This design comes from an exercise in tuning for small area on the open sky130 flow, not from production work.
Function was checked by simulation only, so behaviour that the tests miss may differ from the original.
In every run shown here, the design's own scripts or RTL, not TritonCTS, make the clock network.
The clock input has no modelled driver; a real chip could not lean on it and would need a root buffer or a full tree.

<file path="design/flow/config.mk">
export PLATFORM = sky130hd
export DESIGN_NAME = fir_filter
export DESIGN_NICKNAME = fir_filter
export VERILOG_FILES = /design/flow/design.v
export SDC_FILE = /design/flow/constraint.sdc
export NUM_CORES = 4
export LEC_CHECK = 0
export CAP_MARGIN = 20
export CORE_MARGIN = 2
export CORE_UTILIZATION = 72
export GPL_TIMING_DRIVEN = 0
export SLEW_MARGIN = 20
export SYNTH_HIERARCHICAL = 1
</file>
<file path="design/flow/constraint.sdc">
create_clock -name core_clock -period 13.0 [get_ports {clk}]
set_input_delay 2.6000 -clock core_clock [delete_from_list [all_inputs] [get_ports {clk}]]
set_output_delay 2.6000 -clock core_clock [all_outputs]
set_load 0.01 [all_outputs]
</file>
<file path="design/flow/design.v">
module fir_filter(clk,reset,data_in,data_out);
input clk,reset;
input signed [15:0] data_in;  
output reg signed [15:0] data_out;  
reg [15:0] x0, x1, x2, x3, x4, x5, x6, x7;
wire [15:0] y;
always @(posedge clk or posedge reset)
  if (reset) begin
    x0 <= 0; x1 <= 0; x2 <= 0; x3 <= 0;
    x4 <= 0; x5 <= 0; x6 <= 0; x7 <= 0;
    data_out <= 0;
  end else begin
    x0 <= data_in; x1 <= x0; x2 <= x1; x3 <= x2;
    x4 <= x3; x5 <= x4; x6 <= x5; x7 <= x6;
    data_out <= y;
  end
  wire n1 = x1[0] ^ x6[0];
  wire n2 = x1[0] & x6[0];
  wire n3, n4;
  fir_fa u_n3 (.a(x1[1]), .b(x6[1]), .c(n2), .s(n3), .co(n4));
  wire n5, n6;
  fir_fa u_n5 (.a(x1[2]), .b(x6[2]), .c(n4), .s(n5), .co(n6));
  wire n7, n8;
  fir_fa u_n7 (.a(x1[3]), .b(x6[3]), .c(n6), .s(n7), .co(n8));
  wire n9, n10;
  fir_fa u_n9 (.a(x1[4]), .b(x6[4]), .c(n8), .s(n9), .co(n10));
  wire n11, n12;
  fir_fa u_n11 (.a(x1[5]), .b(x6[5]), .c(n10), .s(n11), .co(n12));
  wire n13, n14;
  fir_fa u_n13 (.a(x1[6]), .b(x6[6]), .c(n12), .s(n13), .co(n14));
  wire n15, n16;
  fir_fa u_n15 (.a(x1[7]), .b(x6[7]), .c(n14), .s(n15), .co(n16));
  wire n17, n18;
  fir_fa u_n17 (.a(x1[8]), .b(x6[8]), .c(n16), .s(n17), .co(n18));
  wire n19, n20;
  fir_fa u_n19 (.a(x1[9]), .b(x6[9]), .c(n18), .s(n19), .co(n20));
  wire n21, n22;
  fir_fa u_n21 (.a(x1[10]), .b(x6[10]), .c(n20), .s(n21), .co(n22));
  wire n23, n24;
  fir_fa u_n23 (.a(x1[11]), .b(x6[11]), .c(n22), .s(n23), .co(n24));
  wire n25, n26;
  fir_fa u_n25 (.a(x1[12]), .b(x6[12]), .c(n24), .s(n25), .co(n26));
  wire n27, n28;
  fir_fa u_n27 (.a(x1[13]), .b(x6[13]), .c(n26), .s(n27), .co(n28));
  wire n29, n30;
  fir_fa u_n29 (.a(x1[14]), .b(x6[14]), .c(n28), .s(n29), .co(n30));
  wire n31, n32;
  fir_fa u_n31 (.a(x1[15]), .b(x6[15]), .c(~n30), .s(n31), .co(n32));
  wire n33 = x2[0] ^ x5[0];
  wire n34 = x2[0] & x5[0];
  wire n35, n36;
  fir_fa u_n35 (.a(x2[1]), .b(x5[1]), .c(n34), .s(n35), .co(n36));
  wire n37, n38;
  fir_fa u_n37 (.a(x2[2]), .b(x5[2]), .c(n36), .s(n37), .co(n38));
  wire n39, n40;
  fir_fa u_n39 (.a(x2[3]), .b(x5[3]), .c(n38), .s(n39), .co(n40));
  wire n41, n42;
  fir_fa u_n41 (.a(x2[4]), .b(x5[4]), .c(n40), .s(n41), .co(n42));
  wire n43, n44;
  fir_fa u_n43 (.a(x2[5]), .b(x5[5]), .c(n42), .s(n43), .co(n44));
  wire n45, n46;
  fir_fa u_n45 (.a(x2[6]), .b(x5[6]), .c(n44), .s(n45), .co(n46));
  wire n47, n48;
  fir_fa u_n47 (.a(x2[7]), .b(x5[7]), .c(n46), .s(n47), .co(n48));
  wire n49, n50;
  fir_fa u_n49 (.a(x2[8]), .b(x5[8]), .c(n48), .s(n49), .co(n50));
  wire n51, n52;
  fir_fa u_n51 (.a(x2[9]), .b(x5[9]), .c(n50), .s(n51), .co(n52));
  wire n53, n54;
  fir_fa u_n53 (.a(x2[10]), .b(x5[10]), .c(n52), .s(n53), .co(n54));
  wire n55, n56;
  fir_fa u_n55 (.a(x2[11]), .b(x5[11]), .c(n54), .s(n55), .co(n56));
  wire n57, n58;
  fir_fa u_n57 (.a(x2[12]), .b(x5[12]), .c(n56), .s(n57), .co(n58));
  wire n59, n60;
  fir_fa u_n59 (.a(x2[13]), .b(x5[13]), .c(n58), .s(n59), .co(n60));
  wire n61, n62;
  fir_fa u_n61 (.a(x2[14]), .b(x5[14]), .c(n60), .s(n61), .co(n62));
  wire n63, n64;
  fir_fa u_n63 (.a(x2[15]), .b(x5[15]), .c(~n62), .s(n63), .co(n64));
  wire n65 = x3[0] ^ x4[0];
  wire n66 = x3[0] & x4[0];
  wire n67, n68;
  fir_fa u_n67 (.a(x3[1]), .b(x4[1]), .c(n66), .s(n67), .co(n68));
  wire n69, n70;
  fir_fa u_n69 (.a(x3[2]), .b(x4[2]), .c(n68), .s(n69), .co(n70));
  wire n71, n72;
  fir_fa u_n71 (.a(x3[3]), .b(x4[3]), .c(n70), .s(n71), .co(n72));
  wire n73, n74;
  fir_fa u_n73 (.a(x3[4]), .b(x4[4]), .c(n72), .s(n73), .co(n74));
  wire n75, n76;
  fir_fa u_n75 (.a(x3[5]), .b(x4[5]), .c(n74), .s(n75), .co(n76));
  wire n77, n78;
  fir_fa u_n77 (.a(x3[6]), .b(x4[6]), .c(n76), .s(n77), .co(n78));
  wire n79, n80;
  fir_fa u_n79 (.a(x3[7]), .b(x4[7]), .c(n78), .s(n79), .co(n80));
  wire n81, n82;
  fir_fa u_n81 (.a(x3[8]), .b(x4[8]), .c(n80), .s(n81), .co(n82));
  wire n83, n84;
  fir_fa u_n83 (.a(x3[9]), .b(x4[9]), .c(n82), .s(n83), .co(n84));
  wire n85, n86;
  fir_fa u_n85 (.a(x3[10]), .b(x4[10]), .c(n84), .s(n85), .co(n86));
  wire n87, n88;
  fir_fa u_n87 (.a(x3[11]), .b(x4[11]), .c(n86), .s(n87), .co(n88));
  wire n89, n90;
  fir_fa u_n89 (.a(x3[12]), .b(x4[12]), .c(n88), .s(n89), .co(n90));
  wire n91, n92;
  fir_fa u_n91 (.a(x3[13]), .b(x4[13]), .c(n90), .s(n91), .co(n92));
  wire n93, n94;
  fir_fa u_n93 (.a(x3[14]), .b(x4[14]), .c(n92), .s(n93), .co(n94));
  wire n95, n96;
  fir_fa u_n95 (.a(x3[15]), .b(x4[15]), .c(~n94), .s(n95), .co(n96));
  wire n97 = ~x0[0] ^ n33;
  wire n98 = ~x0[0] & n33;
  wire n99, n100;
  fir_fa u_n99 (.a(~x0[1]), .b(n98), .c(n35), .s(n99), .co(n100));
  wire n101, n102;
  fir_fa u_n101 (.a(~x0[2]), .b(n37), .c(n100), .s(n101), .co(n102));
  wire n103, n104;
  fir_fa u_n103 (.a(~x0[3]), .b(n39), .c(n102), .s(n103), .co(n104));
  wire n105, n106;
  fir_fa u_n105 (.a(~x0[4]), .b(n41), .c(n104), .s(n105), .co(n106));
  wire n107, n108;
  fir_fa u_n107 (.a(~x0[5]), .b(n43), .c(n106), .s(n107), .co(n108));
  wire n109, n110;
  fir_fa u_n109 (.a(~x0[6]), .b(n45), .c(n108), .s(n109), .co(n110));
  wire n111, n112;
  fir_fa u_n111 (.a(~x0[7]), .b(n47), .c(n110), .s(n111), .co(n112));
  wire n113, n114;
  fir_fa u_n113 (.a(~x0[8]), .b(n49), .c(n112), .s(n113), .co(n114));
  wire n115, n116;
  fir_fa u_n115 (.a(~x0[9]), .b(n51), .c(n114), .s(n115), .co(n116));
  wire n117, n118;
  fir_fa u_n117 (.a(~x0[10]), .b(n53), .c(n116), .s(n117), .co(n118));
  wire n119, n120;
  fir_fa u_n119 (.a(~x0[11]), .b(n55), .c(n118), .s(n119), .co(n120));
  wire n121, n122;
  fir_fa u_n121 (.a(~x0[12]), .b(n57), .c(n120), .s(n121), .co(n122));
  wire n123, n124;
  fir_fa u_n123 (.a(~x0[13]), .b(n59), .c(n122), .s(n123), .co(n124));
  wire n125, n126;
  fir_fa u_n125 (.a(~x0[14]), .b(n61), .c(n124), .s(n125), .co(n126));
  wire n127, n128;
  fir_fa u_n127 (.a(x0[15]), .b(~n63), .c(n126), .s(n127), .co(n128));
  wire n129 = ~n64 ^ n128;
  wire n130 = ~n64 & n128;
  wire n131 = x0[3] ^ n1;
  wire n132 = x0[3] & n1;
  wire n133, n134;
  fir_fa u_n133 (.a(x0[4]), .b(n132), .c(n3), .s(n133), .co(n134));
  wire n135, n136;
  fir_fa u_n135 (.a(x0[5]), .b(n5), .c(n134), .s(n135), .co(n136));
  wire n137, n138;
  fir_fa u_n137 (.a(x0[6]), .b(n7), .c(n136), .s(n137), .co(n138));
  wire n139, n140;
  fir_fa u_n139 (.a(x0[7]), .b(n9), .c(n138), .s(n139), .co(n140));
  wire n141, n142;
  fir_fa u_n141 (.a(x0[8]), .b(n11), .c(n140), .s(n141), .co(n142));
  wire n143, n144;
  fir_fa u_n143 (.a(x0[9]), .b(n13), .c(n142), .s(n143), .co(n144));
  wire n145, n146;
  fir_fa u_n145 (.a(x0[10]), .b(n15), .c(n144), .s(n145), .co(n146));
  wire n147, n148;
  fir_fa u_n147 (.a(x0[11]), .b(n17), .c(n146), .s(n147), .co(n148));
  wire n149, n150;
  fir_fa u_n149 (.a(x0[12]), .b(n19), .c(n148), .s(n149), .co(n150));
  wire n151, n152;
  fir_fa u_n151 (.a(x0[13]), .b(n21), .c(n150), .s(n151), .co(n152));
  wire n153, n154;
  fir_fa u_n153 (.a(x0[14]), .b(n23), .c(n152), .s(n153), .co(n154));
  wire n155, n156;
  fir_fa u_n155 (.a(~x0[15]), .b(n25), .c(n154), .s(n155), .co(n156));
  wire n157 = n27 ^ n156;
  wire n158 = n27 & n156;
  wire n159 = n158 ^ n29;
  wire n160 = n158 & n29;
  wire n161 = n160 ^ ~n31;
  wire n162 = n160 & ~n31;
  wire n163 = ~n32 ^ n162;
  wire n164 = ~n32 & n162;
  wire n165 = x7[0] ^ n3;
  wire n166 = x7[0] & n3;
  wire n167, n168;
  fir_fa u_n167 (.a(x7[1]), .b(n166), .c(n5), .s(n167), .co(n168));
  wire n169, n170;
  fir_fa u_n169 (.a(x7[2]), .b(n7), .c(n168), .s(n169), .co(n170));
  wire n171, n172;
  fir_fa u_n171 (.a(x7[3]), .b(n9), .c(n170), .s(n171), .co(n172));
  wire n173, n174;
  fir_fa u_n173 (.a(x7[4]), .b(n11), .c(n172), .s(n173), .co(n174));
  wire n175, n176;
  fir_fa u_n175 (.a(x7[5]), .b(n13), .c(n174), .s(n175), .co(n176));
  wire n177, n178;
  fir_fa u_n177 (.a(x7[6]), .b(n15), .c(n176), .s(n177), .co(n178));
  wire n179, n180;
  fir_fa u_n179 (.a(x7[7]), .b(n17), .c(n178), .s(n179), .co(n180));
  wire n181, n182;
  fir_fa u_n181 (.a(x7[8]), .b(n19), .c(n180), .s(n181), .co(n182));
  wire n183, n184;
  fir_fa u_n183 (.a(x7[9]), .b(n21), .c(n182), .s(n183), .co(n184));
  wire n185, n186;
  fir_fa u_n185 (.a(x7[10]), .b(n23), .c(n184), .s(n185), .co(n186));
  wire n187, n188;
  fir_fa u_n187 (.a(x7[11]), .b(n25), .c(n186), .s(n187), .co(n188));
  wire n189, n190;
  fir_fa u_n189 (.a(x7[12]), .b(n27), .c(n188), .s(n189), .co(n190));
  wire n191, n192;
  fir_fa u_n191 (.a(x7[13]), .b(n29), .c(n190), .s(n191), .co(n192));
  wire n193, n194;
  fir_fa u_n193 (.a(x7[14]), .b(n192), .c(~n31), .s(n193), .co(n194));
  wire n195, n196;
  fir_fa u_n195 (.a(x7[15]), .b(n32), .c(~n194), .s(n195), .co(n196));
  wire n197 = x7[0] ^ n97;
  wire n198 = x7[0] & n97;
  wire n199, n200;
  fir_fa u_n199 (.a(x7[1]), .b(n198), .c(n99), .s(n199), .co(n200));
  wire n201, n202;
  fir_fa u_n201 (.a(x7[2]), .b(n200), .c(n101), .s(n201), .co(n202));
  wire n203, n204;
  fir_fa u_n203 (.a(x7[3]), .b(n202), .c(n103), .s(n203), .co(n204));
  wire n205, n206;
  fir_fa u_n205 (.a(x7[4]), .b(n204), .c(n105), .s(n205), .co(n206));
  wire n207, n208;
  fir_fa u_n207 (.a(x7[5]), .b(n206), .c(n107), .s(n207), .co(n208));
  wire n209, n210;
  fir_fa u_n209 (.a(x7[6]), .b(n208), .c(n109), .s(n209), .co(n210));
  wire n211, n212;
  fir_fa u_n211 (.a(x7[7]), .b(n210), .c(n111), .s(n211), .co(n212));
  wire n213, n214;
  fir_fa u_n213 (.a(x7[8]), .b(n212), .c(n113), .s(n213), .co(n214));
  wire n215, n216;
  fir_fa u_n215 (.a(x7[9]), .b(n214), .c(n115), .s(n215), .co(n216));
  wire n217, n218;
  fir_fa u_n217 (.a(x7[10]), .b(n216), .c(n117), .s(n217), .co(n218));
  wire n219, n220;
  fir_fa u_n219 (.a(x7[11]), .b(n218), .c(n119), .s(n219), .co(n220));
  wire n221, n222;
  fir_fa u_n221 (.a(x7[12]), .b(n220), .c(n121), .s(n221), .co(n222));
  wire n223, n224;
  fir_fa u_n223 (.a(x7[13]), .b(n222), .c(n123), .s(n223), .co(n224));
  wire n225, n226;
  fir_fa u_n225 (.a(x7[14]), .b(n224), .c(n125), .s(n225), .co(n226));
  wire n227, n228;
  fir_fa u_n227 (.a(~x7[15]), .b(n226), .c(n127), .s(n227), .co(n228));
  wire n229 = n65 ^ n99;
  wire n230 = n65 & n99;
  wire n231, n232;
  fir_fa u_n231 (.a(n67), .b(n230), .c(n101), .s(n231), .co(n232));
  wire n233, n234;
  fir_fa u_n233 (.a(n69), .b(n232), .c(n103), .s(n233), .co(n234));
  wire n235, n236;
  fir_fa u_n235 (.a(n71), .b(n234), .c(n105), .s(n235), .co(n236));
  wire n237, n238;
  fir_fa u_n237 (.a(n73), .b(n236), .c(n107), .s(n237), .co(n238));
  wire n239, n240;
  fir_fa u_n239 (.a(n75), .b(n238), .c(n109), .s(n239), .co(n240));
  wire n241, n242;
  fir_fa u_n241 (.a(n77), .b(n240), .c(n111), .s(n241), .co(n242));
  wire n243, n244;
  fir_fa u_n243 (.a(n79), .b(n242), .c(n113), .s(n243), .co(n244));
  wire n245, n246;
  fir_fa u_n245 (.a(n81), .b(n244), .c(n115), .s(n245), .co(n246));
  wire n247, n248;
  fir_fa u_n247 (.a(n83), .b(n246), .c(n117), .s(n247), .co(n248));
  wire n249, n250;
  fir_fa u_n249 (.a(n85), .b(n248), .c(n119), .s(n249), .co(n250));
  wire n251, n252;
  fir_fa u_n251 (.a(n87), .b(n250), .c(n121), .s(n251), .co(n252));
  wire n253, n254;
  fir_fa u_n253 (.a(n89), .b(n252), .c(n123), .s(n253), .co(n254));
  wire n255, n256;
  fir_fa u_n255 (.a(n91), .b(n254), .c(n125), .s(n255), .co(n256));
  wire n257, n258;
  fir_fa u_n257 (.a(n93), .b(n256), .c(n127), .s(n257), .co(n258));
  wire n259, n260;
  fir_fa u_n259 (.a(~n95), .b(n129), .c(n258), .s(n259), .co(n260));
  wire n261, n262;
  fir_fa u_n261 (.a(~n96), .b(n130), .c(n260), .s(n261), .co(n262));
  wire n263 = x0[0] ^ n201;
  wire n264 = x0[0] & n201;
  wire n265, n266;
  fir_fa u_n265 (.a(x0[1]), .b(n264), .c(n203), .s(n265), .co(n266));
  wire n267, n268;
  fir_fa u_n267 (.a(x0[2]), .b(n266), .c(n205), .s(n267), .co(n268));
  wire n269, n270;
  fir_fa u_n269 (.a(n131), .b(n268), .c(n207), .s(n269), .co(n270));
  wire n271, n272;
  fir_fa u_n271 (.a(n133), .b(n270), .c(n209), .s(n271), .co(n272));
  wire n273, n274;
  fir_fa u_n273 (.a(n135), .b(n272), .c(n211), .s(n273), .co(n274));
  wire n275, n276;
  fir_fa u_n275 (.a(n137), .b(n274), .c(n213), .s(n275), .co(n276));
  wire n277, n278;
  fir_fa u_n277 (.a(n139), .b(n276), .c(n215), .s(n277), .co(n278));
  wire n279, n280;
  fir_fa u_n279 (.a(n141), .b(n278), .c(n217), .s(n279), .co(n280));
  wire n281, n282;
  fir_fa u_n281 (.a(n143), .b(n280), .c(n219), .s(n281), .co(n282));
  wire n283 = n145 ^ n221;
  wire n284 = n145 & n221;
  wire n285, n286;
  fir_fa u_n285 (.a(n147), .b(n284), .c(n223), .s(n285), .co(n286));
  wire n287, n288;
  fir_fa u_n287 (.a(n149), .b(n286), .c(n225), .s(n287), .co(n288));
  wire n289, n290;
  fir_fa u_n289 (.a(n151), .b(n288), .c(n227), .s(n289), .co(n290));
  wire n291, n292;
  fir_fa u_n291 (.a(n153), .b(n129), .c(n228), .s(n291), .co(n292));
  wire n293 = n290 ^ n291;
  wire n294 = n290 & n291;
  wire n295, n296;
  fir_fa u_n295 (.a(n155), .b(n130), .c(n292), .s(n295), .co(n296));
  wire n297 = n294 ^ n295;
  wire n298 = n294 & n295;
  wire n299 = (1'b0 & n1) | (1'b0 & n199) | (n1 & n199);
  wire n300, n301;
  fir_fa u_n300 (.a(n97), .b(n165), .c(n299), .s(n300), .co(n301));
  wire n302 = ~(n263 | n300);
  wire n303 = 1'b0 ^ x0[0] ^ n229;
  wire n304 = (1'b0 & x0[0]) | (1'b0 & n229) | (x0[0] & n229);
  wire n305, n306;
  fir_fa u_n305 (.a(n167), .b(n303), .c(n301), .s(n305), .co(n306));
  wire n307 = (~n302 & n305) | (~n302 & n265) | (n305 & n265);
  wire n308 = 1'b1 ^ ~x0[1] ^ n65;
  wire n309 = (1'b1 & ~x0[1]) | (1'b1 & n65) | (~x0[1] & n65);
  wire n310, n311;
  fir_fa u_n310 (.a(n1), .b(n304), .c(n169), .s(n310), .co(n311));
  wire n312, n313;
  fir_fa u_n312 (.a(~n308), .b(n231), .c(n310), .s(n312), .co(n313));
  wire n314, n315;
  fir_fa u_n314 (.a(n306), .b(n312), .c(n267), .s(n314), .co(n315));
  wire n316 = ~(n307 | n314);
  wire n317, n318;
  fir_fa u_n317 (.a(~x0[2]), .b(n67), .c(n309), .s(n317), .co(n318));
  wire n319, n320;
  fir_fa u_n319 (.a(n197), .b(n165), .c(~n317), .s(n319), .co(n320));
  wire n321, n322;
  fir_fa u_n321 (.a(n319), .b(n171), .c(n311), .s(n321), .co(n322));
  wire n323, n324;
  fir_fa u_n323 (.a(n233), .b(n321), .c(n313), .s(n323), .co(n324));
  wire n325, n326;
  fir_fa u_n325 (.a(n323), .b(n315), .c(n269), .s(n325), .co(n326));
  wire n327 = n316 & ~n325;
  wire n328, n329;
  fir_fa u_n328 (.a(~n131), .b(n69), .c(n318), .s(n328), .co(n329));
  wire n330, n331;
  fir_fa u_n330 (.a(n167), .b(n320), .c(n199), .s(n330), .co(n331));
  wire n332, n333;
  fir_fa u_n332 (.a(n330), .b(n173), .c(n322), .s(n332), .co(n333));
  wire n334, n335;
  fir_fa u_n334 (.a(n235), .b(n332), .c(n324), .s(n334), .co(n335));
  wire n336, n337;
  fir_fa u_n336 (.a(n334), .b(n326), .c(n271), .s(n336), .co(n337));
  wire n338 = (n328 & n327) | (n328 & ~n336) | (n327 & ~n336);
  wire n339, n340;
  fir_fa u_n339 (.a(~n133), .b(n71), .c(n329), .s(n339), .co(n340));
  wire n341, n342;
  fir_fa u_n341 (.a(n169), .b(n331), .c(~n339), .s(n341), .co(n342));
  wire n343, n344;
  fir_fa u_n343 (.a(n263), .b(n341), .c(n175), .s(n343), .co(n344));
  wire n345, n346;
  fir_fa u_n345 (.a(n333), .b(n237), .c(n343), .s(n345), .co(n346));
  wire n347, n348;
  fir_fa u_n347 (.a(n335), .b(n345), .c(n337), .s(n347), .co(n348));
  wire n349 = (n273 & n347) | (n273 & ~n338) | (n347 & ~n338);
  wire n350 = 1'b0 ^ n1 ^ n135;
  wire n351 = (1'b0 & n1) | (1'b0 & n135) | (n1 & n135);
  wire n352, n353;
  fir_fa u_n352 (.a(n73), .b(~n350), .c(n340), .s(n352), .co(n353));
  wire n354, n355;
  fir_fa u_n354 (.a(n171), .b(n342), .c(~n352), .s(n354), .co(n355));
  wire n356, n357;
  fir_fa u_n356 (.a(n265), .b(n354), .c(n344), .s(n356), .co(n357));
  wire n358, n359;
  fir_fa u_n358 (.a(n177), .b(n239), .c(n346), .s(n358), .co(n359));
  wire n360, n361;
  fir_fa u_n360 (.a(n356), .b(n358), .c(n348), .s(n360), .co(n361));
  wire n362 = (n275 & n360) | (n275 & n349) | (n360 & n349);
  wire n363, n364;
  fir_fa u_n363 (.a(n165), .b(n137), .c(n351), .s(n363), .co(n364));
  wire n365, n366;
  fir_fa u_n365 (.a(n75), .b(~n363), .c(n353), .s(n365), .co(n366));
  wire n367, n368;
  fir_fa u_n367 (.a(n173), .b(n355), .c(~n365), .s(n367), .co(n368));
  wire n369, n370;
  fir_fa u_n369 (.a(n267), .b(n367), .c(n357), .s(n369), .co(n370));
  wire n371, n372;
  fir_fa u_n371 (.a(n179), .b(n359), .c(n369), .s(n371), .co(n372));
  wire n373, n374;
  fir_fa u_n373 (.a(n241), .b(n371), .c(n361), .s(n373), .co(n374));
  wire n375 = (n277 & n373) | (n277 & n362) | (n373 & n362);
  wire n376 = 1'b1 ^ n97 ^ ~n167;
  wire n377 = (1'b1 & n97) | (1'b1 & ~n167) | (n97 & ~n167);
  wire n378, n379;
  fir_fa u_n378 (.a(~n376), .b(n139), .c(n364), .s(n378), .co(n379));
  wire n380, n381;
  fir_fa u_n380 (.a(n77), .b(~n378), .c(n366), .s(n380), .co(n381));
  wire n382, n383;
  fir_fa u_n382 (.a(n175), .b(n368), .c(~n380), .s(n382), .co(n383));
  wire n384, n385;
  fir_fa u_n384 (.a(n269), .b(n382), .c(n370), .s(n384), .co(n385));
  wire n386, n387;
  fir_fa u_n386 (.a(n181), .b(n372), .c(n384), .s(n386), .co(n387));
  wire n388, n389;
  fir_fa u_n388 (.a(n243), .b(n386), .c(n374), .s(n388), .co(n389));
  wire n390 = (n279 & n388) | (n279 & n375) | (n388 & n375);
  wire n391, n392;
  fir_fa u_n391 (.a(n229), .b(~n169), .c(n377), .s(n391), .co(n392));
  wire n393, n394;
  fir_fa u_n393 (.a(~n391), .b(n141), .c(n379), .s(n393), .co(n394));
  wire n395, n396;
  fir_fa u_n395 (.a(n79), .b(~n393), .c(n381), .s(n395), .co(n396));
  wire n397, n398;
  fir_fa u_n397 (.a(n177), .b(n383), .c(~n395), .s(n397), .co(n398));
  wire n399, n400;
  fir_fa u_n399 (.a(n271), .b(n397), .c(n385), .s(n399), .co(n400));
  wire n401, n402;
  fir_fa u_n401 (.a(n183), .b(n387), .c(n399), .s(n401), .co(n402));
  wire n403, n404;
  fir_fa u_n403 (.a(n245), .b(n401), .c(n389), .s(n403), .co(n404));
  wire n405 = (n281 & n403) | (n281 & n390) | (n403 & n390);
  wire n406, n407;
  fir_fa u_n406 (.a(n1), .b(n97), .c(~n231), .s(n406), .co(n407));
  wire n408, n409;
  fir_fa u_n408 (.a(n171), .b(~n392), .c(n406), .s(n408), .co(n409));
  wire n410, n411;
  fir_fa u_n410 (.a(n143), .b(n394), .c(n408), .s(n410), .co(n411));
  wire n412, n413;
  fir_fa u_n412 (.a(n81), .b(n396), .c(~n410), .s(n412), .co(n413));
  wire n414, n415;
  fir_fa u_n414 (.a(n179), .b(n398), .c(~n412), .s(n414), .co(n415));
  wire n416, n417;
  fir_fa u_n416 (.a(n273), .b(n414), .c(n400), .s(n416), .co(n417));
  wire n418, n419;
  fir_fa u_n418 (.a(n185), .b(n402), .c(n416), .s(n418), .co(n419));
  wire n420, n421;
  fir_fa u_n420 (.a(n247), .b(n418), .c(n282), .s(n420), .co(n421));
  wire n422, n423;
  fir_fa u_n422 (.a(n404), .b(n283), .c(n420), .s(n422), .co(n423));
  wire n424 = ~(n405 | n422);
  wire n425, n426;
  fir_fa u_n425 (.a(n165), .b(n229), .c(n407), .s(n425), .co(n426));
  wire n427, n428;
  fir_fa u_n427 (.a(n173), .b(n425), .c(n409), .s(n427), .co(n428));
  wire n429, n430;
  fir_fa u_n429 (.a(n145), .b(n411), .c(n427), .s(n429), .co(n430));
  wire n431, n432;
  fir_fa u_n431 (.a(n233), .b(n83), .c(n413), .s(n431), .co(n432));
  wire n433, n434;
  fir_fa u_n433 (.a(n429), .b(n181), .c(n415), .s(n433), .co(n434));
  wire n435, n436;
  fir_fa u_n435 (.a(~n431), .b(n275), .c(n433), .s(n435), .co(n436));
  wire n437, n438;
  fir_fa u_n437 (.a(n417), .b(n187), .c(n435), .s(n437), .co(n438));
  wire n439, n440;
  fir_fa u_n439 (.a(n419), .b(n249), .c(n437), .s(n439), .co(n440));
  wire n441, n442;
  fir_fa u_n441 (.a(n439), .b(n421), .c(n423), .s(n441), .co(n442));
  wire n443 = (n285 & ~n424) | (n285 & n441) | (~n424 & n441);
  wire n444 = 1'b1 ^ n97 ^ ~n167;
  wire n445 = (1'b1 & n97) | (1'b1 & ~n167) | (n97 & ~n167);
  wire n446, n447;
  fir_fa u_n446 (.a(~n444), .b(n231), .c(n426), .s(n446), .co(n447));
  wire n448, n449;
  fir_fa u_n448 (.a(n175), .b(n428), .c(n446), .s(n448), .co(n449));
  wire n450, n451;
  fir_fa u_n450 (.a(n147), .b(n430), .c(n448), .s(n450), .co(n451));
  wire n452, n453;
  fir_fa u_n452 (.a(n235), .b(n85), .c(n432), .s(n452), .co(n453));
  wire n454, n455;
  fir_fa u_n454 (.a(n450), .b(n183), .c(n434), .s(n454), .co(n455));
  wire n456, n457;
  fir_fa u_n456 (.a(n454), .b(n277), .c(n436), .s(n456), .co(n457));
  wire n458, n459;
  fir_fa u_n458 (.a(n189), .b(n438), .c(n456), .s(n458), .co(n459));
  wire n460, n461;
  fir_fa u_n460 (.a(n251), .b(n440), .c(n458), .s(n460), .co(n461));
  wire n462, n463;
  fir_fa u_n462 (.a(~n452), .b(n460), .c(n442), .s(n462), .co(n463));
  wire n464 = (n287 & n443) | (n287 & n462) | (n443 & n462);
  wire n465, n466;
  fir_fa u_n465 (.a(n229), .b(~n169), .c(n445), .s(n465), .co(n466));
  wire n467, n468;
  fir_fa u_n467 (.a(n233), .b(n447), .c(n177), .s(n467), .co(n468));
  wire n469, n470;
  fir_fa u_n469 (.a(n465), .b(n237), .c(~n449), .s(n469), .co(n470));
  wire n471, n472;
  fir_fa u_n471 (.a(n467), .b(n149), .c(n451), .s(n471), .co(n472));
  wire n473, n474;
  fir_fa u_n473 (.a(n87), .b(n469), .c(n453), .s(n473), .co(n474));
  wire n475, n476;
  fir_fa u_n475 (.a(n471), .b(n185), .c(n455), .s(n475), .co(n476));
  wire n477, n478;
  fir_fa u_n477 (.a(n475), .b(n457), .c(n279), .s(n477), .co(n478));
  wire n479, n480;
  fir_fa u_n479 (.a(n191), .b(n459), .c(n477), .s(n479), .co(n480));
  wire n481, n482;
  fir_fa u_n481 (.a(n253), .b(n461), .c(n479), .s(n481), .co(n482));
  wire n483, n484;
  fir_fa u_n483 (.a(~n473), .b(n481), .c(n463), .s(n483), .co(n484));
  wire n485, n486;
  fir_fa u_n485 (.a(n289), .b(n464), .c(n483), .s(n485), .co(n486));
  wire n487, n488;
  fir_fa u_n487 (.a(n231), .b(~n171), .c(n466), .s(n487), .co(n488));
  wire n489, n490;
  fir_fa u_n489 (.a(n235), .b(n179), .c(n468), .s(n489), .co(n490));
  wire n491, n492;
  fir_fa u_n491 (.a(n487), .b(n239), .c(n470), .s(n491), .co(n492));
  wire n493, n494;
  fir_fa u_n493 (.a(n489), .b(n151), .c(n472), .s(n493), .co(n494));
  wire n495, n496;
  fir_fa u_n495 (.a(n89), .b(n491), .c(n474), .s(n495), .co(n496));
  wire n497, n498;
  fir_fa u_n497 (.a(n493), .b(n187), .c(n476), .s(n497), .co(n498));
  wire n499, n500;
  fir_fa u_n499 (.a(n497), .b(n478), .c(n281), .s(n499), .co(n500));
  wire n501, n502;
  fir_fa u_n501 (.a(n193), .b(n480), .c(n499), .s(n501), .co(n502));
  wire n503, n504;
  fir_fa u_n503 (.a(n255), .b(n482), .c(n501), .s(n503), .co(n504));
  wire n505, n506;
  fir_fa u_n505 (.a(n503), .b(n293), .c(n484), .s(n505), .co(n506));
  wire n507, n508;
  fir_fa u_n507 (.a(~n495), .b(n486), .c(n505), .s(n507), .co(n508));
  wire n509, n510;
  fir_fa u_n509 (.a(n233), .b(~n173), .c(n488), .s(n509), .co(n510));
  wire n511, n512;
  fir_fa u_n511 (.a(n237), .b(n181), .c(n490), .s(n511), .co(n512));
  wire n513, n514;
  fir_fa u_n513 (.a(n509), .b(n241), .c(n492), .s(n513), .co(n514));
  wire n515, n516;
  fir_fa u_n515 (.a(n511), .b(n153), .c(n494), .s(n515), .co(n516));
  wire n517, n518;
  fir_fa u_n517 (.a(n91), .b(n513), .c(n496), .s(n517), .co(n518));
  wire n519, n520;
  fir_fa u_n519 (.a(n515), .b(n189), .c(n498), .s(n519), .co(n520));
  wire n521, n522;
  fir_fa u_n521 (.a(n282), .b(n519), .c(n283), .s(n521), .co(n522));
  wire n523, n524;
  fir_fa u_n523 (.a(n517), .b(~n500), .c(n195), .s(n523), .co(n524));
  wire n525, n526;
  fir_fa u_n525 (.a(n521), .b(n502), .c(~n523), .s(n525), .co(n526));
  wire n527, n528;
  fir_fa u_n527 (.a(n257), .b(n504), .c(n525), .s(n527), .co(n528));
  wire n529, n530;
  fir_fa u_n529 (.a(n527), .b(n297), .c(n506), .s(n529), .co(n530));
  wire n531, n532;
  fir_fa u_n531 (.a(n235), .b(~n175), .c(n510), .s(n531), .co(n532));
  wire n533, n534;
  fir_fa u_n533 (.a(n239), .b(n183), .c(n512), .s(n533), .co(n534));
  wire n535, n536;
  fir_fa u_n535 (.a(n531), .b(n243), .c(n514), .s(n535), .co(n536));
  wire n537, n538;
  fir_fa u_n537 (.a(n533), .b(n155), .c(n157), .s(n537), .co(n538));
  wire n539, n540;
  fir_fa u_n539 (.a(n93), .b(~n516), .c(n535), .s(n539), .co(n540));
  wire n541, n542;
  fir_fa u_n541 (.a(n537), .b(~n518), .c(n191), .s(n541), .co(n542));
  wire n543, n544;
  fir_fa u_n543 (.a(~n539), .b(n520), .c(n541), .s(n543), .co(n544));
  wire n545, n546;
  fir_fa u_n545 (.a(~n196), .b(n522), .c(n543), .s(n545), .co(n546));
  wire n547, n548;
  fir_fa u_n547 (.a(n285), .b(~n524), .c(n545), .s(n547), .co(n548));
  wire n549, n550;
  fir_fa u_n549 (.a(n526), .b(n259), .c(n547), .s(n549), .co(n550));
  wire n551, n552;
  fir_fa u_n551 (.a(n296), .b(n528), .c(n298), .s(n551), .co(n552));
  wire n553, n554;
  fir_fa u_n553 (.a(n549), .b(n551), .c(n530), .s(n553), .co(n554));
  wire n555 = 1'b1 ^ ~n177 ^ n237;
  wire n556 = (1'b1 & ~n177) | (1'b1 & n237) | (~n177 & n237);
  wire n557, n558;
  fir_fa u_n557 (.a(n532), .b(n555), .c(~n241), .s(n557), .co(n558));
  wire n559, n560;
  fir_fa u_n559 (.a(~n557), .b(n185), .c(n534), .s(n559), .co(n560));
  wire n561, n562;
  fir_fa u_n561 (.a(n245), .b(~n157), .c(n536), .s(n561), .co(n562));
  wire n563, n564;
  fir_fa u_n563 (.a(n559), .b(n159), .c(n538), .s(n563), .co(n564));
  wire n565, n566;
  fir_fa u_n565 (.a(~n95), .b(n540), .c(n561), .s(n565), .co(n566));
  wire n567, n568;
  fir_fa u_n567 (.a(n563), .b(n542), .c(n193), .s(n567), .co(n568));
  wire n569, n570;
  fir_fa u_n569 (.a(~n565), .b(n544), .c(n567), .s(n569), .co(n570));
  wire n571, n572;
  fir_fa u_n571 (.a(n546), .b(n569), .c(n287), .s(n571), .co(n572));
  wire n573, n574;
  fir_fa u_n573 (.a(n548), .b(n571), .c(n550), .s(n573), .co(n574));
  wire n575, n576;
  fir_fa u_n575 (.a(n261), .b(n552), .c(n573), .s(n575), .co(n576));
  wire n577 = 1'b1 ^ n556 ^ n239;
  wire n578 = (1'b1 & n556) | (1'b1 & n239) | (n556 & n239);
  wire n579, n580;
  fir_fa u_n579 (.a(n179), .b(~n577), .c(n243), .s(n579), .co(n580));
  wire n581, n582;
  fir_fa u_n581 (.a(n579), .b(n187), .c(n560), .s(n581), .co(n582));
  wire n583, n584;
  fir_fa u_n583 (.a(n558), .b(n247), .c(~n159), .s(n583), .co(n584));
  wire n585, n586;
  fir_fa u_n585 (.a(n96), .b(n581), .c(~n562), .s(n585), .co(n586));
  wire n587, n588;
  fir_fa u_n587 (.a(n161), .b(n564), .c(~n583), .s(n587), .co(n588));
  wire n589, n590;
  fir_fa u_n589 (.a(~n566), .b(n585), .c(n587), .s(n589), .co(n590));
  wire n591, n592;
  fir_fa u_n591 (.a(n568), .b(~n195), .c(n589), .s(n591), .co(n592));
  wire n593, n594;
  fir_fa u_n593 (.a(n570), .b(n591), .c(n572), .s(n593), .co(n594));
  wire n595, n596;
  fir_fa u_n595 (.a(n289), .b(n262), .c(n593), .s(n595), .co(n596));
  wire n597, n598;
  fir_fa u_n597 (.a(n574), .b(n595), .c(n576), .s(n597), .co(n598));
  wire n599, n600;
  fir_fa u_n599 (.a(~n181), .b(n578), .c(n241), .s(n599), .co(n600));
  wire n601, n602;
  fir_fa u_n601 (.a(~n599), .b(n245), .c(n580), .s(n601), .co(n602));
  wire n603, n604;
  fir_fa u_n603 (.a(n189), .b(n601), .c(n582), .s(n603), .co(n604));
  wire n605, n606;
  fir_fa u_n605 (.a(n249), .b(~n161), .c(n584), .s(n605), .co(n606));
  wire n607, n608;
  fir_fa u_n607 (.a(n603), .b(n586), .c(n163), .s(n607), .co(n608));
  wire n609, n610;
  fir_fa u_n609 (.a(~n588), .b(n605), .c(n196), .s(n609), .co(n610));
  wire n611, n612;
  fir_fa u_n611 (.a(n607), .b(n590), .c(~n609), .s(n611), .co(n612));
  wire n613, n614;
  fir_fa u_n613 (.a(n592), .b(n611), .c(n293), .s(n613), .co(n614));
  wire n615, n616;
  fir_fa u_n615 (.a(n594), .b(n613), .c(n596), .s(n615), .co(n616));
  wire n617, n618;
  fir_fa u_n617 (.a(~n183), .b(n243), .c(n600), .s(n617), .co(n618));
  wire n619, n620;
  fir_fa u_n619 (.a(~n617), .b(n247), .c(n602), .s(n619), .co(n620));
  wire n621, n622;
  fir_fa u_n621 (.a(n191), .b(n604), .c(n619), .s(n621), .co(n622));
  wire n623, n624;
  fir_fa u_n623 (.a(n164), .b(n163), .c(~n251), .s(n623), .co(n624));
  wire n625, n626;
  fir_fa u_n625 (.a(~n606), .b(n621), .c(n608), .s(n625), .co(n626));
  wire n627, n628;
  fir_fa u_n627 (.a(n623), .b(~n610), .c(n625), .s(n627), .co(n628));
  wire n629, n630;
  fir_fa u_n629 (.a(n612), .b(n627), .c(n297), .s(n629), .co(n630));
  wire n631, n632;
  fir_fa u_n631 (.a(n614), .b(n629), .c(n616), .s(n631), .co(n632));
  wire n633, n634;
  fir_fa u_n633 (.a(~n185), .b(n245), .c(n618), .s(n633), .co(n634));
  wire n635, n636;
  fir_fa u_n635 (.a(n157), .b(n249), .c(n620), .s(n635), .co(n636));
  wire n637, n638;
  fir_fa u_n637 (.a(n164), .b(n622), .c(n635), .s(n637), .co(n638));
  wire n639, n640;
  fir_fa u_n639 (.a(n633), .b(~n193), .c(n253), .s(n639), .co(n640));
  wire n641, n642;
  fir_fa u_n641 (.a(n624), .b(n637), .c(n626), .s(n641), .co(n642));
  wire n643, n644;
  fir_fa u_n643 (.a(~n639), .b(n641), .c(n628), .s(n643), .co(n644));
  wire n645, n646;
  fir_fa u_n645 (.a(n643), .b(n296), .c(n298), .s(n645), .co(n646));
  wire n647, n648;
  fir_fa u_n647 (.a(n630), .b(n645), .c(n632), .s(n647), .co(n648));
  wire n649, n650;
  fir_fa u_n649 (.a(~n187), .b(n247), .c(n634), .s(n649), .co(n650));
  wire n651, n652;
  fir_fa u_n651 (.a(n159), .b(n636), .c(n251), .s(n651), .co(n652));
  wire n653, n654;
  fir_fa u_n653 (.a(~n649), .b(n638), .c(n651), .s(n653), .co(n654));
  wire n655, n656;
  fir_fa u_n655 (.a(n195), .b(n255), .c(n640), .s(n655), .co(n656));
  wire n657, n658;
  fir_fa u_n657 (.a(n653), .b(n642), .c(~n655), .s(n657), .co(n658));
  wire n659, n660;
  fir_fa u_n659 (.a(n644), .b(n657), .c(n646), .s(n659), .co(n660));
  wire n661 = 1'b1 ^ n249 ^ n650;
  wire n662 = (1'b1 & n249) | (1'b1 & n650) | (n249 & n650);
  wire n663, n664;
  fir_fa u_n663 (.a(n189), .b(n161), .c(~n661), .s(n663), .co(n664));
  wire n665, n666;
  fir_fa u_n665 (.a(n652), .b(~n196), .c(n253), .s(n665), .co(n666));
  wire n667, n668;
  fir_fa u_n667 (.a(n663), .b(n654), .c(n665), .s(n667), .co(n668));
  wire n669, n670;
  fir_fa u_n669 (.a(n656), .b(n257), .c(~n667), .s(n669), .co(n670));
  wire n671, n672;
  fir_fa u_n671 (.a(n658), .b(~n669), .c(n660), .s(n671), .co(n672));
  wire n673, n674;
  fir_fa u_n673 (.a(n191), .b(n163), .c(~n662), .s(n673), .co(n674));
  wire n675, n676;
  fir_fa u_n675 (.a(~n251), .b(n664), .c(n673), .s(n675), .co(n676));
  wire n677, n678;
  fir_fa u_n677 (.a(n255), .b(n666), .c(n675), .s(n677), .co(n678));
  wire n679, n680;
  fir_fa u_n679 (.a(n668), .b(n677), .c(~n259), .s(n679), .co(n680));
  wire n681, n682;
  fir_fa u_n681 (.a(~n670), .b(n679), .c(n672), .s(n681), .co(n682));
  wire n683 = 1'b0 ^ n164 ^ n193;
  wire n684 = (1'b0 & n164) | (1'b0 & n193) | (n164 & n193);
  wire n685, n686;
  fir_fa u_n685 (.a(n674), .b(~n253), .c(n683), .s(n685), .co(n686));
  wire n687, n688;
  fir_fa u_n687 (.a(n676), .b(n685), .c(n257), .s(n687), .co(n688));
  wire n689, n690;
  fir_fa u_n689 (.a(n678), .b(n687), .c(n680), .s(n689), .co(n690));
  wire n691, n692;
  fir_fa u_n691 (.a(~n261), .b(n689), .c(n682), .s(n691), .co(n692));
  wire n693 = 1'b1 ^ ~n684 ^ n195;
  wire n694 = (1'b1 & ~n684) | (1'b1 & n195) | (~n684 & n195);
  wire n695, n696;
  fir_fa u_n695 (.a(n255), .b(~n686), .c(n693), .s(n695), .co(n696));
  wire n697, n698;
  fir_fa u_n697 (.a(~n695), .b(n688), .c(n259), .s(n697), .co(n698));
  wire n699, n700;
  fir_fa u_n699 (.a(~n262), .b(n697), .c(n690), .s(n699), .co(n700));
  wire n701, n702;
  fir_fa u_n701 (.a(n196), .b(n694), .c(n257), .s(n701), .co(n702));
  wire n703, n704;
  fir_fa u_n703 (.a(n696), .b(n701), .c(~n261), .s(n703), .co(n704));
  wire n705, n706;
  fir_fa u_n705 (.a(n698), .b(~n703), .c(n700), .s(n705), .co(n706));
  wire n707 = n702 ^ n259 ^ ~n262;
  wire n708 = n704 ^ n707 ^ ~n706;
  wire n709 = n508 ^ n529;
  wire n710 = ~(n508 | n529);
  wire n711 = ~n553 ^ n710;
  wire n712 = ~n553 & n710;
  wire n713, n714;
  fir_fa u_n713 (.a(n554), .b(n575), .c(~n712), .s(n713), .co(n714));
  wire n715 = n597 ^ n714;
  wire n716 = ~(n597 | n714);
  wire n717, n718;
  fir_fa u_n717 (.a(n598), .b(n615), .c(~n716), .s(n717), .co(n718));
  wire n719 = n631 ^ n718;
  wire n720 = ~(n631 | n718);
  wire n721 = ~n647 ^ n720;
  wire n722 = ~n647 & n720;
  wire n723 = n648 ^ n659;
  wire n724 = ~(n648 | n659);
  wire n725 = ~n671 ^ n724;
  wire n726 = ~n671 & n724;
  wire n727 = ~n681 ^ n726;
  wire n728 = ~n681 & n726;
  wire n729 = ~n691 ^ n728;
  wire n730 = ~n691 & n728;
  wire n731, n732;
  fir_fa u_n731 (.a(n692), .b(n699), .c(~n730), .s(n731), .co(n732));
  wire n733 = n705 ^ n732;
  wire n734 = ~(n705 | n732);
  wire n735 = n708 ^ n734;
  wire n736 = n648 ^ n659 ^ 1'b0;
  wire n737 = (n648 & n659) | (n648 & 1'b0) | (n659 & 1'b0);
  wire n738 = n671 ^ n737;
  wire n739 = ~(n671 | n737);
  wire n740 = ~n681 ^ n739;
  wire n741 = ~n681 & n739;
  wire n742 = ~n691 ^ n741;
  wire n743 = ~n691 & n741;
  wire n744, n745;
  fir_fa u_n744 (.a(n692), .b(n699), .c(~n743), .s(n744), .co(n745));
  wire n746 = n705 ^ n745;
  wire n747 = ~(n705 | n745);
  wire n748 = n708 ^ n747;
  wire n749 = n722 ? ~n736 : n723;
  wire n750 = n722 ? n738 : n725;
  wire n751 = n722 ? n740 : n727;
  wire n752 = n722 ? n742 : n729;
  wire n753 = n722 ? n744 : n731;
  wire n754 = n722 ? n746 : n733;
  wire n755 = n722 ? n748 : n735;
  assign y = {n755, n754, ~n753, n752, n751, n750, n749, n721, n719, ~n717, n715, ~n713, n711, n709, ~n507, ~n485};
endmodule
module fir_fa(a, b, c, s, co);
input a, b, c;
output s, co;
assign s = a ^ b ^ c;
assign co = (a & b) | (a & c) | (b & c);
endmodule
</file>
<file path="design/flow/flow/run.sh">
#!/bin/bash
# The standard layout (bash standard.sh) with these changes:
#  - port buffers (one per input and output port, as standard) use buf_1 cells;
#  - after clock tree synthesis, its tree is replaced (POST_CTS_TCL hook) by a
#    two-level tree: clk -> one clkbuf_8 -> 9 clkbuf_8, each driving the
#    flip-flops of one placement cluster (flow/mantree.tcl, flow/rebuild.tcl).
# standard.sh's output goes to standard_flow.log; ORFS's per-step logs stay in orfs/logs.
set -euo pipefail
FLOWDIR="$PWD/flow"
cat > "$PWD/post_cts.tcl" <<EOF
source $FLOWDIR/mantree.tcl
source $FLOWDIR/rebuild.tcl
clktree_rebuild 9 sky130_fd_sc_hd__clkbuf_8 sky130_fd_sc_hd__clkbuf_8
detailed_placement
check_placement -verbose
estimate_parasitics -placement
report_worst_slack -max
report_worst_slack -min
EOF
export POST_CTS_TCL="$PWD/post_cts.tcl"
export BUFFER_PORTS_ARGS="-buffer_cell sky130_fd_sc_hd__buf_1"
export CTS_ARGS="-sink_clustering_enable -repair_clock_nets -buf_list sky130_fd_sc_hd__clkbuf_8 -dont_use_dummy_load"
bash standard.sh > standard_flow.log 2>&1
</file>
<file path="design/flow/flow/mantree.tcl">
# Build a two-level clock tree by hand: the clock port drives one root
# buffer, which drives NLEAF leaf buffers, each feeding the flip-flops of one
# k-means cluster (by placed location) directly.
proc mantree_build { nleaf leaf_cell root_cell } {
  set db [ord::get_db]
  set block [ord::get_db_block]
  set clknet [$block findNet clk]
  set sinks {}
  foreach it [$clknet getITerms] {
    lappend sinks $it
  }
  set pts {}
  foreach it $sinks {
    set b [[$it getInst] getBBox]
    lappend pts [list [expr {([$b xMin] + [$b xMax]) / 2}] [expr {([$b yMin] + [$b yMax]) / 2}]]
  }
  set n [llength $pts]
  # k-means, deterministic init: sinks sorted by x then split evenly
  set order [lsort -integer -indices [lmap p $pts {lindex $p 0}]]
  set cent {}
  for {set k 0} {$k < $nleaf} {incr k} {
    set i [lindex $order [expr {int(($k + 0.5) * $n / $nleaf)}]]
    lappend cent [lindex $pts $i]
  }
  set cap [expr {int(ceil(double($n) / $nleaf)) + 2}]
  for {set iter 0} {$iter < 30} {incr iter} {
    # capacity-limited assignment: closest sink-centroid pairs first
    set pairs {}
    for {set i 0} {$i < $n} {incr i} {
      set p [lindex $pts $i]
      for {set k 0} {$k < $nleaf} {incr k} {
        set c [lindex $cent $k]
        set d [expr {abs([lindex $p 0] - [lindex $c 0]) + abs([lindex $p 1] - [lindex $c 1])}]
        lappend pairs [list $d $i $k]
      }
    }
    set pairs [lsort -real -index 0 $pairs]
    set asg [lrepeat $n -1]
    set cnt [lrepeat $nleaf 0]
    foreach pr $pairs {
      lassign $pr d i k
      if {[lindex $asg $i] >= 0} continue
      if {[lindex $cnt $k] >= $cap} continue
      lset asg $i $k
      lset cnt $k [expr {[lindex $cnt $k] + 1}]
    }
    set newc {}
    for {set k 0} {$k < $nleaf} {incr k} {
      set sx 0; set sy 0; set m 0
      for {set i 0} {$i < $n} {incr i} {
        if {[lindex $asg $i] == $k} {
          set sx [expr {$sx + [lindex $pts $i 0]}]
          set sy [expr {$sy + [lindex $pts $i 1]}]
          incr m
        }
      }
      if {$m > 0} {
        lappend newc [list [expr {$sx / $m}] [expr {$sy / $m}]]
      } else {
        lappend newc [lindex $cent $k]
      }
    }
    set cent $newc
  }
  # root buffer at the centroid of the leaves
  set rx 0; set ry 0
  foreach c $cent { set rx [expr {$rx + [lindex $c 0]}]; set ry [expr {$ry + [lindex $c 1]}] }
  set rx [expr {$rx / $nleaf}]; set ry [expr {$ry / $nleaf}]
  set rmaster [$db findMaster $root_cell]
  set lmaster [$db findMaster $leaf_cell]
  set root [odb::dbInst_create $block $rmaster "clkroot_buf"]
  $root setLocation [expr {int($rx)}] [expr {int($ry)}]
  $root setPlacementStatus PLACED
  set rnet [odb::dbNet_create $block "clk_root"]
  $rnet setSigType CLOCK
  foreach it $sinks { $it disconnect }
  [$root findITerm A] connect $clknet
  [$root findITerm X] connect $rnet
  for {set k 0} {$k < $nleaf} {incr k} {
    set leaf [odb::dbInst_create $block $lmaster "clkleaf_buf_$k"]
    $leaf setLocation [expr {int([lindex $cent $k 0])}] [expr {int([lindex $cent $k 1])}]
    $leaf setPlacementStatus PLACED
    set lnet [odb::dbNet_create $block "clk_leaf_$k"]
    $lnet setSigType CLOCK
    [$leaf findITerm A] connect $rnet
    [$leaf findITerm X] connect $lnet
    for {set i 0} {$i < $n} {incr i} {
      if {[lindex $asg $i] == $k} {
        [lindex $sinks $i] connect $lnet
      }
    }
  }
  puts "mantree: $n sinks, $nleaf leaves, cluster sizes $cnt"
}
</file>
<file path="design/flow/flow/rebuild.tcl">
# Replace the clock tree that clock_tree_synthesis built with a two-level
# tree (mantree.tcl): every flip-flop clock pin goes back on the clock net,
# the CTS buffers and their nets are removed, then the new tree is built.
proc clktree_rebuild { nleaf leaf_cell root_cell } {
  set block [ord::get_db_block]
  set clknet [$block findNet clk]
  set bufs {}
  foreach inst [$block getInsts] {
    if {[string match "clkbuf_*" [$inst getName]] && [string match "sky130_fd_sc_hd__clkbuf_*" [[$inst getMaster] getName]]} {
      lappend bufs $inst
    }
  }
  set nets {}
  foreach b $bufs {
    set onet [[$b findITerm X] getNet]
    if {$onet ne "NULL"} { lappend nets $onet }
  }
  foreach onet $nets {
    foreach it [$onet getITerms] {
      set inst [$it getInst]
      if {[lsearch -exact $bufs $inst] >= 0} continue
      $it disconnect
      $it connect $clknet
    }
  }
  foreach b $bufs { odb::dbInst_destroy $b }
  foreach onet $nets { odb::dbNet_destroy $onet }
  puts "clktree_rebuild: removed [llength $bufs] CTS buffers"
  mantree_build $nleaf $leaf_cell $root_cell
}
</file>
<file path="design/flow/standard.sh">
#!/bin/bash
# synth_recipe.tcl (not shown) runs the flow's synth.tcl, then flattens the netlist and writes it again
# the make line also repeats each setting of config.mk as NAME=value (left out here)
make -C /OpenROAD-flow-scripts/flow DESIGN_CONFIG=/design/flow/config.mk WORK_HOME=/design/flow/orfs CLKGATE_MAP_FILE= SYNTH_SCRIPT=/design/flow/synth_recipe.tcl "${@:-finish}"
</file>
==> results of run 1 <==
## Yosys cell counts
master | instances | share of area, %
mux2_2 | 1 | 0.10
nand2b_1 | 2 | 0.11
fa_1 | 323 | 57
nor2_1 | 4 | 0.13
a21o_1 | 1 | 0.067
nor4_1 | 1 | 0.055
mux2i_2 | 1 | 0.12
o211ai_1 | 1 | 0.067
mux2i_1 | 2 | 0.18
maj3_1 | 2 | 0.18
xnor2_1 | 7 | 0.54
nand2_1 | 4 | 0.13
dfrtp_1 | 144 | 32
o22ai_1 | 3 | 0.17
o21bai_1 | 1 | 0.067
inv_1 | 127 | 4.2
o211a_1 | 1 | 0.089
and2_1 | 2 | 0.11
a211oi_1 | 1 | 0.067
ha_1 | 35 | 3.9
xor2_1 | 2 | 0.16
or4_1 | 1 | 0.067
buf_6 | 1 | 0.10
a221oi_1 | 2 | 0.16
## layer usage
layer	share of wire (%)	wire length (um)
met2	49	10500
met3	7.3	1540
met1	42	8870
met4	1.6	335
met5	0	0
## stage by stage
stage	TNS [ns]
detailed placement	0
global route	-0.0176
global placement	0
floorplan	0
finish	0
## final timing paths
check,cells past startpoint,to,slack (ns)
worst max-delay path,39,data_out[15]$_DFF_PP0_,0.44
worst min-delay path,0,x5[0]$_DFF_PP0_,0.39
worst max register to register,39,data_out[15]$_DFF_PP0_,0.44
worst min register to register,0,x5[0]$_DFF_PP0_,0.39
max in group asynchronous,3,x5[13]$_DFF_PP0_,10.06
min in group asynchronous,2,x0[5]$_DFF_PP0_,2.24
## per-module statistics from Yosys (local to each module, per instance)
| module | cells | flops+latches |
|---|---|---|
| fir_filter | 346 | 144 |
| fir_fa | 1 | 0 |
## kinds of logic after synthesis
family	after synthesis
fa+ha+maj	360
flops	144
mux	4
xor+xnor	9
simple gates	14
buf+inv	128
compound gates	10
## final cells by class
type / instances / area [um2]
Buffer: 11 / 149
Fill cell: 850 / 3290
Inverter: 127 / 484
Multi-Input combinational cell: 397 / 7280
Sequential cell: 144 / 3600
Tap cell: 211 / 264
Timing Repair Buffer: 38 / 181
==> results.toml, run 1 <==
[status]
status = "finished clean"

[floorplanning]
dieWidth_um = 129
die_h_um = 129
num_rows = 45
die-area_um2 = 16700
start_util_pct = 74.0
core-area_um2 = 15300
io_pins = 34

[timing]
fin_skew_ns = 0.0165
setup_viol = 0
min_period_over_period_pct = 96.6
whs_ns = 0.395
slew_headroom_pct = 67.7
slew_viol_final = 0
layout_setup_ws_ns = 0.438
tightest_slew_ns = 0.484
period_minus_slack_ns = 12.56
fmax_ghz = 0.0796
hold_violations = 0

[routing]
antenna_left = 0
avgViaCountPerCell = 5.51
routed_wl_mm = 21.3
vias = 5116
wire_per_inst_um = 22.9
drtIter0Drc = 283
dr.pass1.iters = 4
drc = 0

[yosys]
ys_seq_area_share_pct = 31.9
yosysWarningCount = 7
synth-adder-area-share_pct = 61.4
ys_ff_latch = 144
syn-cell-area_um2 = 11300
synth-simple-area-share_pct = 0.610
syn_inst = 669
synth_nets = 1045
synth_cell_types = 24
synth_top_family_by_area = "adder cells"
synth_xor_area_share_pct = 0.699
postSynthAreaPerCell_um2 = 16.9
yosys-mux-area-fraction_pct = 0.399
synth_compound_area_share_pct = 0.676

[cells_and_area]
area_growth_pct = 6.04
layout_commonest_cell = "fa_1"
nNetsFinal = 1095
layoutNonFillerInstCount = 928
postLayoutCoreUtil_pct = 78.4
drive_gt1_share_pct = 6.14
n_antenna_cell = 0
final_cell_mix = "300 x fa_1, 144 x dfrtp_1, 126 x inv_1"
finalInstanceArea_um2 = 12000

[critical_path]
critPathLaunch = "x2[0]$_DFF_PP0_"
cp_top_family = "adder cells"
crit_path_end_kind = "register"
crit_type = "register to register"
r2r-start = "x2[0]$_DFF_PP0_"
cp_slowest_cell = "fa_1"
path_buf_inv = 6
cpMostUsedCell = "fa_1"
arrival_ns = 12.91
worstPathRequired_ns = 13.35
critPathMaxFanout = 5
crit_path_start_kind = "register"
critPathMaxStageDelay_ns = 0.56

[global_route]
grt_most_used_layer = "met2"
grt_overflow = 0
antenna_found_initial = 0
track_usage_pct = 28.8
grt_pass1_vias = 6410
met3_usage_pct = 6.73
met2_usage_pct = 46.0
grt_max_degree = 75
grt_first_pass_wirelength_mm = 34.6
globalRouteMet1Util_pct = 43.5

[clocking]
cts.clk_slew.worst_paths_ns = 0.10
worstSkewPairLatency_ns = 0.42
cts_sinks = 144

[hold_path]
hp-class = "register to register"
worstHoldStart = "x4[0]$_DFF_PP0_"

[place]
placed_area_um2 = 11700
place.gp.congestion = 0.940
dp_hpwl_mm = 18.8
dp_cells = 914
port_buffers = 33
pre_cts_slack_ns = 0.0821

[job]
maxCapViolations = 0
==> inputs of run 2 (changes only) <==
--- a/design/flow/flow/run.sh
+++ b/design/flow/flow/run.sh
@@ -2,7 +2,7 @@
 # The standard layout (bash standard.sh) with these changes:
 #  - port buffers (one per input and output port, as standard) use buf_1 cells;
 #  - after clock tree synthesis, its tree is replaced (POST_CTS_TCL hook) by a
-#    two-level tree: clk -> one clkbuf_8 -> 9 clkbuf_8, each driving the
+#    two-level tree: clk -> one clkbuf_8 -> 8 clkbuf_8, each driving the
 #    flip-flops of one placement cluster (flow/mantree.tcl, flow/rebuild.tcl).
 # standard.sh's output goes to standard_flow.log; ORFS's per-step logs stay in orfs/logs.
 set -euo pipefail
@@ -10,7 +10,7 @@
 cat > "$PWD/post_cts.tcl" <<EOF
 source $FLOWDIR/mantree.tcl
 source $FLOWDIR/rebuild.tcl
-clktree_rebuild 9 sky130_fd_sc_hd__clkbuf_8 sky130_fd_sc_hd__clkbuf_8
+clktree_rebuild 8 sky130_fd_sc_hd__clkbuf_8 sky130_fd_sc_hd__clkbuf_8
 detailed_placement
 check_placement -verbose
 estimate_parasitics -placement
==> run 2 against run 1 <==
Global-route usage is essentially flat. Wire length grew 0.20%. Largest cell class unchanged. Clock skew grew 0.0035 ns. Synthesized cell count is the same. Register-to-register slack lost 0.03 ns. Synthesized area is the same. Utilization shrank 0.16 points. Final cell count shrank 0.22%.
==> results.toml, run 2 <==
[status]
status = "finished clean"

[critical_path]
path_buf_inv = 6
cp_slowest_cell = "fa_1"
crit_path_start_kind = "register"
path_depth = 39
cp_top_family = "adder cells"
cp-endpoint = "data_out[15]$_DFF_PP0_"
cpMostUsedCell = "fa_1"
r2r_end = "data_out[15]$_DFF_PP0_"
critPathLaunch = "x2[0]$_DFF_PP0_"
crit_path_end_kind = "register"
critPathMaxFanout = 5
critPathMaxStageDelay_ns = 0.56
r2r_setup_slack_ns = 0.41
worstPathRequired_ns = 13.33
arrival_ns = 12.92
crit_type = "register to register"
worstRegToRegCells = 39
r2r-start = "x2[0]$_DFF_PP0_"

[floorplanning]
die-area_um2 = 16700
io_pins = 34
core-area_um2 = 15300
start_util_pct = 74.0
dieWidth_um = 129
num_rows = 45
die_h_um = 129

[yosys]
synth_nets = 1045
async_flop_share_pct = 100
postSynthAreaPerCell_um2 = 16.9
synth_area_leader_cell = "fa_1"
synth_commonest_cells = "323 x fa_1, 144 x dfrtp_1, 127 x inv_1"
synthTopCellsByArea = "fa_1 57%, dfrtp_1 32%, inv_1 4.2%"
synth_flop_cell = "dfrtp_1"
synth_top_area_share_pct = 57.3
ys_ff_latch = 144
synth_cell_types = 24
syn_inst = 669
yosysWarningCount = 7
ys_seq_area_share_pct = 31.9
syn-cell-area_um2 = 11300
synth.most_common_cell = "fa_1"
synth_edf_count = 0

[routing]
drtIter0Drc = 246
vias = 5074
avgViaCountPerCell = 5.48
drc = 0
antenna_left = 0
dr.pass1.iters = 4
routed_wl_mm = 21.3
wire_per_inst_um = 23.0

[timing]
whs_ns = 0.397
slew_viol_final = 0
fmax_ghz = 0.0794
period_minus_slack_ns = 12.59
fin_skew_ns = 0.0201
setup_viol = 0
tightest_slew_ns = 0.485
slew_headroom_pct = 67.7
hold_violations = 0
min_period_over_period_pct = 96.8

[cells_and_area]
nNetsFinal = 1093
layout_commonest_cell = "fa_1"
final_cell_mix = "301 x fa_1, 144 x dfrtp_1, 126 x inv_1"
layoutNonFillerInstCount = 926
area_growth_pct = 5.83
n_antenna_cell = 0
drive_gt1_share_pct = 5.73

[global_route]
antenna_found_initial = 0
grt_max_degree = 75
grt_overflow = 0
track_usage_pct = 28.8
grt_pass1_vias = 6425
grt_first_pass_wirelength_mm = 34.6

[job]
maxCapViolations = 0

[place]
place.gp.congestion = 0.940
dp_cells = 914
port_buffers = 33
dp_hpwl_mm = 18.8

[hold_path]
hp-class = "register to register"

[clocking]
cts_sinks = 144
cts.clk_slew.worst_paths_ns = 0.10
worstSkewPairLatency_ns = 0.42
==> run 2: how the worst min path moves through the flow <==
| stage | from | end | slack, ns | depth (start not counted) |
|---|---|---|---|---|
| after global routing | x6[0]$_DFF_PP0_ | x7[0]$_DFF_PP0_ | 0.41 | 0 |
| after floorplan | x4[0]$_DFF_PP0_ | x5[0]$_DFF_PP0_ | 0.36 | 0 |
| after detailed placement | x4[0]$_DFF_PP0_ | x5[0]$_DFF_PP0_ | 0.37 | 0 |
| final | x2[0]$_DFF_PP0_ | x3[0]$_DFF_PP0_ | 0.40 | 0 |
| after global placement | x4[0]$_DFF_PP0_ | x5[0]$_DFF_PP0_ | 0.37 | 0 |
==> run 2: area by class of cell <==
type                            count  area, um2
Multi-Input combinational cell    397       7280
Sequential cell                   144       3600
Fill cell                         855       3320
Inverter                          127        484
Tap cell                          211        264
Timing Repair Buffer               37        174
Buffer                             10        135
==> run 2: per-stage QoR <==
stage | setup TNS, ns | cell area, um2 | setup slack [ns] | util [%]
finish | 0 | 11900 | 0.412 | 78.3
global route | -0.00770 | 11900 | -0.00770 | 78.3
detailed placement | 0 | 11700 | 0.0821 | 76.7
global placement | 0 | 11700 | 0.315 | 76.5
floorplan | 0 | 11300 | 0.963 | -
==> run 2: routing by layer <==
metal / part of all wire (%) / wire length [um] / vias to the layer above / global-route usage (%)
li1: - / - / 2045 / -
met1: 42 / 8970 / 2852 / 43.8
met2: 49 / 10500 / 154 / 45.7
met3: 7.0 / 1490 / 23 / 6.52
met4: 1.5 / 318 / 0 / 4.22
met5: 0 / 0 / - / 0
==> run 2: cells by family (layout without fill, tap and decap cells) <==
kind of cell	after synthesis	after routing	share of synthesized area, %
AO/OA/AOI/OAI	10	10	0.676
adder cells (fa/ha/maj)	360	360	61.4
XOR/XNOR	9	9	0.699
buffers and inverters	128	174	4.32
flip-flops	144	144	31.9
AND/OR/NAND/NOR	14	14	0.610
multiplexers	4	4	0.399
==> run 2: per-module statistics from Yosys (local to each module, per instance) <==
module,copies in the design,cells inside,flops+latches,cell area [um2]
fir_filter,1,346,144,4820
fir_fa,323,1,0,20.0

## static timing again, ports no longer ideal
Ports are ideal in the flow. The routed layouts listed here were re-timed in OpenROAD.
Step 1 (the two cells are an assumption about what drives the block):
set clk [get_ports {clk}]
set_driving_cell -lib_cell sky130_fd_sc_hd__clkbuf_16 $clk
set_driving_cell -lib_cell sky130_fd_sc_hd__buf_2 [delete_from_list [all_inputs] $clk]
Step 2 moves the port delays by t, midway between the first and last clock arrival at a register: inputs arrive t later, outputs are due t later. That takes back most of the time a late clock gives input paths.
a / b / c = ideal / step 1 / step 2; a / b = the first two.
run	shift t [ns]	setup slack, ns	hold slack, ns	worst setup path at the end	slew at the worst register clock pin (ns)
run 1	0.446	0.438 / 0.438 / 0.438	0.395 / 0.395 / 0.395	register to register	0.10 / 0.10
run 2	0.445	0.412 / 0.412 / 0.412	0.397 / 0.397 / 0.397	register to register	0.11 / 0.11
After both steps setup and hold are still met in every run listed.
